From an optimization exercise on the open Yosys and OpenROAD flow, aimed at small area; shortcuts taken in it are not production practice.
The RTL was checked by simulation tests, not by an equivalence proof against the original design.
Power figures rest on the tool's default switching activity, not on a simulated workload.

== main ==
==> module pwm_generator, before the edit <==
module pwm_generator (
    input wire clk,
    input wire rst_n,
    input wire [9:0] duty_cycle,
    output reg pwm_out
);
    reg [9:0] h;
    reg [9:0] duty_reg;
    reg nz;
    wire [6:0] m = h[6:0];
    wire skip = (m == 7'd41) | (m == 7'd84) | (m == 7'd127);
    wire wrap = &h;
    wire start = (h[9:1] == 9'd0);
    wire inc = h[0] | skip;
    wire [9:0] carry;
    wire [9:0] h_next;
    assign carry[1] = inc;
    assign h_next[0] = h[0] ^ ~skip;
    genvar i;
    generate
        for (i = 1; i < 10; i = i + 1) begin : inc_g
            assign h_next[i] = h[i] ^ carry[i];
            if (i < 9) begin : c_g
                assign carry[i+1] = carry[i] & h[i];
            end
        end
    endgenerate
    function lt10;
        input [9:0] x;
        input [9:0] y;
        integer j;
        begin
            lt10 = 1'b0;
            for (j = 0; j < 10; j = j + 1)
                lt10 = (~x[j] & y[j]) | (~(x[j] ^ y[j]) & lt10);
        end
    endfunction
    always @(posedge clk or negedge rst_n) begin
        if (!rst_n) begin
            h <= 10'd1;
            duty_reg <= 10'd0;
            nz <= 1'b0;
            pwm_out <= 1'b0;
        end else begin
            h <= h_next;
            if (wrap)
                duty_reg <= duty_cycle;
            if (start) begin
                nz <= |duty_reg[9:1];
                pwm_out <= nz;
            end else begin
                pwm_out <= lt10(h, duty_reg);
            end
        end
    end
endmodule
==> flow/config.mk <==
export PLATFORM = sky130hd
export DESIGN_NAME = buck_converter_top
export DESIGN_NICKNAME = buck_converter_top
export VERILOG_FILES = /design/flow/design.v
export SDC_FILE = /design/flow/constraint.sdc
export NUM_CORES = 4
export LEC_CHECK = 0
export CAP_MARGIN = 20
export CORE_MARGIN = 2
export CORE_UTILIZATION = 40
export SLEW_MARGIN = 20
export BUFFER_PORTS_ARGS = -buffer_cell sky130_fd_sc_hd__buf_1
export CTS_ARGS = -sink_clustering_enable -repair_clock_nets -dont_use_dummy_load -buf_list {sky130_fd_sc_hd__clkbuf_4 sky130_fd_sc_hd__clkbuf_8}
==> flow/constraint.sdc <==
create_clock -name core_clock -period 10.0 [get_ports {clk}]
set_input_delay 2.0000 -clock core_clock [delete_from_list [all_inputs] [get_ports {clk}]]
set_output_delay 2.0000 -clock core_clock [all_outputs]
set_load 0.01 [all_outputs]
standard.sh (not shown) runs the stock make flow with config.mk's settings and CLKGATE_MAP_FILE= SYNTH_SCRIPT=/design/flow/synth_recipe.tcl, a recipe that flattens the netlist after the stock synthesis.
==> flow/flow/run.sh <==
#!/bin/bash
# Layout flow: the standard ORFS flow (standard.sh) with
#  - plain buf_1 cells as the port buffers (every port still gets one),
#  - CTS without dummy loads and with clkbuf_4/clkbuf_8 buffers,
#  - after the standard synthesis, fa_polarity.py removes inverters around
#    full-adder cells (FA(~a,~b,~c) = ~FA(a,b,c)); registers and their cells
#    are untouched.  A Yosys equivalence check guards it: if the check fails
#    the standard netlist is used as is.
set -uo pipefail
W=$PWD
R=$W/orfs/results/sky130hd/buck_converter_top/base
cat >> config.mk <<'CFG'
export BUFFER_PORTS_ARGS = -buffer_cell sky130_fd_sc_hd__buf_1
export CTS_ARGS = -sink_clustering_enable -repair_clock_nets -dont_use_dummy_load -buf_list {sky130_fd_sc_hd__clkbuf_4 sky130_fd_sc_hd__clkbuf_8}
CFG
bash standard.sh $R/1_2_yosys.v > synth.log 2>&1 || exit 1
cp $R/1_2_yosys.v pol_before.v
if python3 flow/fa_polarity.py pol_before.v pol_after.v > polarity.log 2>&1; then
  if python3 flow/rename_nets.py pol_after.v pol_after_renamed.v >> polarity.log 2>&1 &&
     yosys -q -s flow/eq_check.ys > eq_check.log 2>&1; then
    cp pol_after.v $R/1_2_yosys.v
    echo "polarity: netlist replaced" >> polarity.log
  else
    echo "polarity: equivalence check failed, standard netlist kept" >> polarity.log
  fi
else
  echo "polarity: script failed, standard netlist kept" >> polarity.log
fi
bash standard.sh > layout.log 2>&1
Other scripts of this flow, unchanged in this note and not shown: flow/flow/eq_check.ys, flow/flow/fa_polarity.py, flow/flow/rename_nets.py
The following lists how the feature branch was set up differently from main:
diff --git a/flow/design.v b/flow/design.v
--- a/flow/design.v
+++ b/flow/design.v
@@ -177,5 +177,5 @@
             lt10 = 1'b0;
             for (j = 0; j < 10; j = j + 1)
-                lt10 = (~x[j] & y[j]) | (~(x[j] ^ y[j]) & lt10);
+                lt10 = (~x[j] & y[j]) | (~x[j] & lt10) | (y[j] & lt10);
         end
     endfunction
Findings:
When the feature branch is measured against main, its design area turns out 1.7% lower.
Between main and the feature branch, clock network fraction of design power decreased.
The feature branch reports a lower die area than main does.
For sequential power, the feature branch and main come out practically identical.
Going from main to the feature branch, worst setup slack shrinks by 0.021 ns.

==> separate check: timing with driven ports <==
Ports are ideal in the flow. The routed layouts listed here were re-timed in OpenROAD. Step 1 (the two cells are an assumption about what drives the block):
set clk [get_ports {clk}]
set_driving_cell -lib_cell sky130_fd_sc_hd__clkbuf_16 $clk
set_driving_cell -lib_cell sky130_fd_sc_hd__buf_2 [delete_from_list [all_inputs] $clk]
Step 2 adds t to the input delays and takes it off the output delays; t is the mean of the earliest and latest rising clock arrival at the registers after step 1. Input paths then give back, and output paths get back, about the clock's delay inside the block. Three values: ideal ports, drivers, drivers and shift; two values: the first two.
run	shift t [ns]	setup slack, ns	hold slack, ns	latest minus earliest clock arrival (ns)
main	0.445	0.367 / 0.367 / 0.367	0.410 / 0.410 / 0.410	0.030 / 0.029
the feature branch	0.464	0.346 / 0.346 / 0.346	0.410 / 0.410 / 0.410	0.021 / 0.021
After both steps setup and hold are still met in every run listed.
